This design comes from an exercise in tuning for a short achievable clock period and few clock cycles on the open sky130 flow, not from production work.
Where RTL was checked, it was by simulation tests only, not by an equivalence proof against the original.
Power and IR drop assume default switching activity.

==> flow/design.v (excerpt) <==
module srisc_top(clk, reset, sw, ledr, halt, ram_addr, ram_write, ram_din, ram_dout);
Size in the first run: about 3500 cells after synthesis, ~60 I/O pins, roughly 0.031 mm^2 of cells after synthesis.
clock: 5.0 ns
lec_check: 0
abc_clock_period_in_ps: 1500
cap_margin: 20
core_margin: 2
core_utilization: 40
setup_slack_margin: 1.8
slew_margin: 20
run.sh (not shown) runs the stock make flow with config.mk's settings and CLKGATE_MAP_FILE= SYNTH_SCRIPT=/design/flow/synth_recipe.tcl, a recipe that flattens the netlist after the stock synthesis.
Testbench counts at the start, summed over its fixed seeds: cycles 43,063.
==> next run, changes <==
--- a/flow/design.v
+++ b/flow/design.v
@@ -178,20 +178,20 @@
 			for (k = 0; k < 8; k = k + 1)
 				rsel = rsel | ({16{oh[k]}} & Rb[k]);
 		end
 	endfunction
 	wire [7:0] seln = d_hold ? h_seln : (8'd1 << ram_dout[10:8]);
 	wire [7:0] selm = d_hold ? h_selm : (8'd1 << ram_dout[2:0]);
 	wire [7:0] seld = d_hold ? h_seld : (8'd1 << ram_dout[7:5]);
 	wire skill_d = pwi & d_v & (pai == d_pc);   
-	wire d_bx7 = is_bx & (rd == 3'd7) & ~(lw_v & (lw_rd == 3'd7)) & ~(e_v & e_wr & (e_wrd == 3'd7));
 	wire w_w7 = w_we & (w_rd == 3'd7);
-	wire [7:0] R7b  = w_w7 ? w_res[7:0] : R[7][7:0];
-	wire [7:0] R7b1 = w_w7 ? w_res[7:0] + 8'd1 : R[7][7:0] + 8'd1;
+	wire d_bx7 = is_bx & (rd == 3'd7) & ~(lw_v & (lw_rd == 3'd7)) & ~(e_v & e_wr & (e_wrd == 3'd7)) & ~w_w7;
+	wire [7:0] R7b  = R[7][7:0];
+	wire [7:0] R7b1 = R[7][7:0] + 8'd1;
 	wire e_cmpv = e_v & e_cmp;
 	wire z_now = e_cmpv ? (opA == shB) : fZ;
 	wire lt_now = e_cmpv ? ((opA[15] ^ shB[15]) ? opA[15] : (opA[14:0] < shB[14:0])) : (fN ^ fV);
 	wire [15:0] Ir = ram_dout;
 	wire r_bcc = (Ir[15:13] == 3'b001);
 	wire r_bl  = (Ir[15:11] == 5'b01011);
 	reg d_bt;
 	always_comb begin
After rerunning: The changed run completed with no timing, DRC or antenna violations; clock skew went up by 25 ps; total power went down by 3.3%; die area went down by 0.90%; final area went down by 2.0%; global-route usage went down by 1.9 points; non-clock buffer count went down by 50; synthesized area went down by 0.91%; cell count went down by 3.2%.
Testbench counts after the change, summed over its fixed seeds: cycles 43,063.

* * *

RTL: one of the versions met above, not the one the previous note started from.
For scale: about 530 flip-flops, ~60 I/O pins.
==> flow/design.v (excerpt) <==
module srisc_top(clk, reset, sw, ledr, halt, ram_addr, ram_write, ram_din, ram_dout);
==> flow/config.mk <==
export PLATFORM = sky130hd
export DESIGN_NAME = srisc_top
export DESIGN_NICKNAME = srisc_top
export VERILOG_FILES = /design/flow/design.v
export SDC_FILE = /design/flow/constraint.sdc
export NUM_CORES = 4
export LEC_CHECK = 0
export ABC_CLOCK_PERIOD_IN_PS = 1500
export CAP_MARGIN = 20
export CORE_MARGIN = 2
export CORE_UTILIZATION = 40
export SETUP_SLACK_MARGIN = 2.5
export SLEW_MARGIN = 20
==> flow/constraint.sdc <==
create_clock -name core_clock -period 5.0 [get_ports {clk}]
set_input_delay 1.0000 -clock core_clock [delete_from_list [all_inputs] [get_ports {clk}]]
set_output_delay 1.0000 -clock core_clock [all_outputs]
set_load 0.01 [all_outputs]
Testbench counts at the start, summed over its fixed seeds: cycles 43,063.
Then changed:
--- a/flow/design.v
+++ b/flow/design.v
@@ -260,54 +260,54 @@
 		end else begin
 			nfb = pcf; nfb1 = pcf + 8'd1; sqb = 1'b0;
 		end
 	end
 	wire gate = ~sel_e & d_v;
 	wire use_tgt = gate & ~d_btb;     
 	wire use_undo = gate & d_btb;     
 	wire [7:0] nfT  = use_tgt ? d_tgt : nfb;
 	wire [7:0] nfT1 = use_tgt ? d_tgt1 : nfb1;
 	wire [7:0] nfN  = use_undo ? d_pc1 : nfb;
 	wire [7:0] nfN1 = use_undo ? d_pc2 : nfb1;
-	wire [7:0] nf  = dstall ? nfs  : d_pt ? nfT : nfN;
-	wire [7:0] nf1 = dstall ? nfs1 : d_pt ? nfT1 : nfN1;
+	wire [7:0] nfNs  = dstall ? nfs  : nfN;
+	wire [7:0] nfNs1 = dstall ? nfs1 : nfN1;
+	wire [7:0] nf  = d_pt ? nfT : nfNs;
+	wire [7:0] nf1 = d_pt ? nfT1 : nfNs1;
+	wire [7:0] paT  = ex_port ? addr9[7:0] : nfT;
+	wire [7:0] paN  = ex_port ? addr9[7:0] : nfNs;
+	wire [7:0] pcfT = ex_port ? nfT : nfT1;
+	wire [7:0] pcfN = ex_port ? nfNs : nfNs1;
 	wire sqT = sqb | use_tgt;
 	wire sqN = sqb | use_undo;
 	wire squash = dstall ? (sel_e | pf_v) : d_pt ? sqT : sqN;
 	wire lw_we = lw_v & ~(w_we & (w_rd == lw_rd));
 	always_ff @(posedge clk) begin
 		if (w_we) R[w_rd] <= w_res;
 		if (lw_we) R[lw_rd] <= lw_data;
 		w_res <= res;
 		w_rd <= e_wrd;
 		if (ex & e_cmp) begin
 			fN <= diff[15];
 			fV <= (opA[15] & ~shB[15] & ~diff[15]) | (~opA[15] & shB[15] & diff[15]);
 			fZ <= (opA == shB);
 		end
 		led_a <= addr9;
 		led_d <= stdata[7:0];
 		if (led_w & (led_a == 9'h100)) ledr <= led_d;
 		pd <= stdata;
 		pl_rd <= e_wrd;
 		pl_ram <= ~addr9[8];
 		pl_a9 <= addr9;
-		if (ex_port) begin
-			pa <= addr9[7:0];
-			pa_n <= ~addr9[7:0];
-			pcf <= nf;
-		end else begin
-			pa <= nf;
-			pa_n <= ~nf;
-			pcf <= nf1;
-		end
+		pa <= d_pt ? paT : paN;
+		pa_n <= d_pt ? ~paT : ~paN;
+		pcf <= d_pt ? pcfT : pcfN;
 		for (bi = 0; bi < NBT; bi = bi + 1)
 			if (pwi & (bt_tag[bi] == pai)) bt_v[bi] <= 1'b0;
 		if (ex & e_ins) begin
 			bt_v[bt_ptr] <= 1'b1;
 			bt_tag[bt_ptr] <= e_pc;
 			bt_tgt[bt_ptr] <= e_tgt;
 			bt_tgt1[bt_ptr] <= e_tgt1;
 			bt_ptr <= bt_ptr + 2'd1;
 		end
 		hold_ir <= I;
 		h_seln <= seln;
Effect: The new run went through all stages and came out clean. Routed wire length came out lower by 7.5%. Clock skew decreases by 0.016 ns. Global-route usage decreases by 2.2 points. Register-to-register slack gets worse by 0.05 ns. Setup slack is worse by 0.052 ns. Power hardly moves. Cell area went down by 3.6%. Sequential cell count does not change. Area after synthesis went up by 0.42%. Via count fell by 2.6%.
For the second run of this note, only the layout was checked, not whether the RTL still works.

* * *

srisc_top, a different RTL version from the one above (not shown whole).
Size in the first run: about 3500 cells after synthesis, roughly 530 flip-flops, about 60 I/O pins.
Settings: LEC_CHECK=0, ABC_CLOCK_PERIOD_IN_PS=1500, CAP_MARGIN=20, CORE_MARGIN=2, CORE_UTILIZATION=40, SETUP_SLACK_MARGIN=1.8, SLEW_MARGIN=20; clock period 5.0 ns.
Edit:
--- a/flow/design.v
+++ b/flow/design.v
@@ -40,34 +40,24 @@
 				G = Gn; P = Pn;
 			end
 			add9 = p ^ {G[7:0], 1'b0};
 		end
 	endfunction
 	function automatic [7:0] add8(input [7:0] a, input [7:0] b);
 		reg [8:0] r;
 		begin
 			r = add9({1'b0, a}, {1'b0, b});
 			add8 = r[7:0];
 		end
 	endfunction
-	function automatic [7:0] addcs8(input [7:0] a, input [7:0] b);
-		reg [4:0] lo;
-		reg [3:0] h0, h1;
-		begin
-			lo = {1'b0, a[3:0]} + {1'b0, b[3:0]};
-			h0 = a[7:4] + b[7:4];
-			h1 = a[7:4] + b[7:4] + 4'd1;
-			addcs8 = {lo[4] ? h1 : h0, lo[3:0]};
-		end
-	endfunction
 	reg [7:0] pa;           
 	reg pw;                 
 	reg [7:0] pa_n;
 	reg pw_n;
 	wire [7:0] pai = ~pa_n;
 	wire pwi = ~pw_n;
 	reg [15:0] pd;          
 	reg pf_v;               
 	reg pl_v;               
 	reg [2:0] pl_rd;
 	reg pl_ram;
 	reg [8:0] pl_a9;
@@ -208,26 +198,26 @@
 		case (Ir[10:8])
 			3'b000: d_bt = 1'b1;
 			3'b001: d_bt = z_now;
 			3'b010: d_bt = ~z_now;
 			3'b011: d_bt = lt_now;
 			3'b100: d_bt = lt_now | z_now;
 			default: d_bt = Ir[7];
 		endcase
 	end
 	wire d_z8 = (Ir[7:0] == 8'd0);
 	wire d_pt = ~d_hold & ~d_z8 & ((r_bcc & d_bt) | r_bl);
 	wire d_redir7 = d_v & ~d_btb & d_bx7;
-	wire [7:0] d_tgt  = addcs8(d_pc1r, Ir[7:0]);
-	wire [7:0] d_tgt1 = addcs8(d_pc2r, Ir[7:0]);
+	wire [7:0] d_tgt  = add8(d_pc1r, Ir[7:0]);
+	wire [7:0] d_tgt1 = add8(d_pc2r, Ir[7:0]);
 	wire [7:0] d_tgt7  = op2[1] ? d_pc1 : R7b;
 	wire [7:0] d_tgt71 = op2[1] ? d_pc2 : R7b1;
 	wire e_early = e_v & e_wr & ~e_add;
 	wire [15:0] rA = rsel(seln);
 	wire [15:0] rB = rsel(selm);
 	wire [15:0] rC = rsel(seld);
 	wire [1:0] d_sh = (is_movi | is_br) ? 2'b00 : I[4:3];
 	wire [1:0] d_shc = is_str ? I[4:3] : 2'b00;
 	function automatic [15:0] shf(input [15:0] x, input [1:0] sh);
 		case (sh)
 			2'b00: shf = x;
 			2'b01: shf = {x[14:0], 1'b0};
Outcome: Power came out higher by 2.8%. Global-route usage came out higher by 0.22 points. Core utilization hardly moves. Clock skew is higher by 0.0076 ns. Hold slack hardly moves. Non-clock buffer count drops by 23. Cell area came out lower by 1.7%. Sequential power stays flat. Area after synthesis decreases by 1.2%. Setup slack gets better by 0.082 ns. Die area goes down by 1.2%.
No run of this note included a check of the RTL's function; only the layout flow was run.

[static timing again, ports no longer ideal]
The flow's constraints put no driver on any port. The routed layouts listed below were extracted and timed again, unchanged, in two steps. Step 1, drivers: a clkbuf_16 drives clk and a buf_2 each remaining input, both assumed. Step 2 moves the port delays by t, midway between the first and last clock arrival at a register: inputs arrive t later, outputs are due t later. That takes back most of the time a late clock gives input paths. Slacks: ideal ports / drivers / drivers and shift; pairs: ideal ports / drivers.
run | t (ns) | setup WS [ns] | hold WS [ns] | worst setup path at the end
the first run of note 1 | 0.726 | 1.550 / 1.550 / 0.903 | 0.325 / 0.325 / 0.325 | input to register
the second run of note 1 | 0.715 | 1.519 / 1.558 / 0.843 | 0.326 / 0.326 / 0.326 | input to register
the first run of note 2 | 0.752 | 1.734 / 1.734 / 1.052 | 0.324 / 0.324 / 0.324 | input to register
the second run of note 2 | 0.711 | 1.682 / 1.682 / 1.036 | 0.322 / 0.322 / 0.322 | input to register
the first run of note 3 | 0.719 | 1.614 / 1.614 / 1.035 | 0.327 / 0.327 / 0.327 | input to register
the second run of note 3 | 0.727 | 1.696 / 1.659 / 0.932 | 0.325 / 0.325 / 0.325 | input to register
After both steps every run listed still meets setup and hold. For the second run of note 3, which loses most, drivers alone change the setup slack by -0.037 ns; drivers and shift together by -0.764 ns.
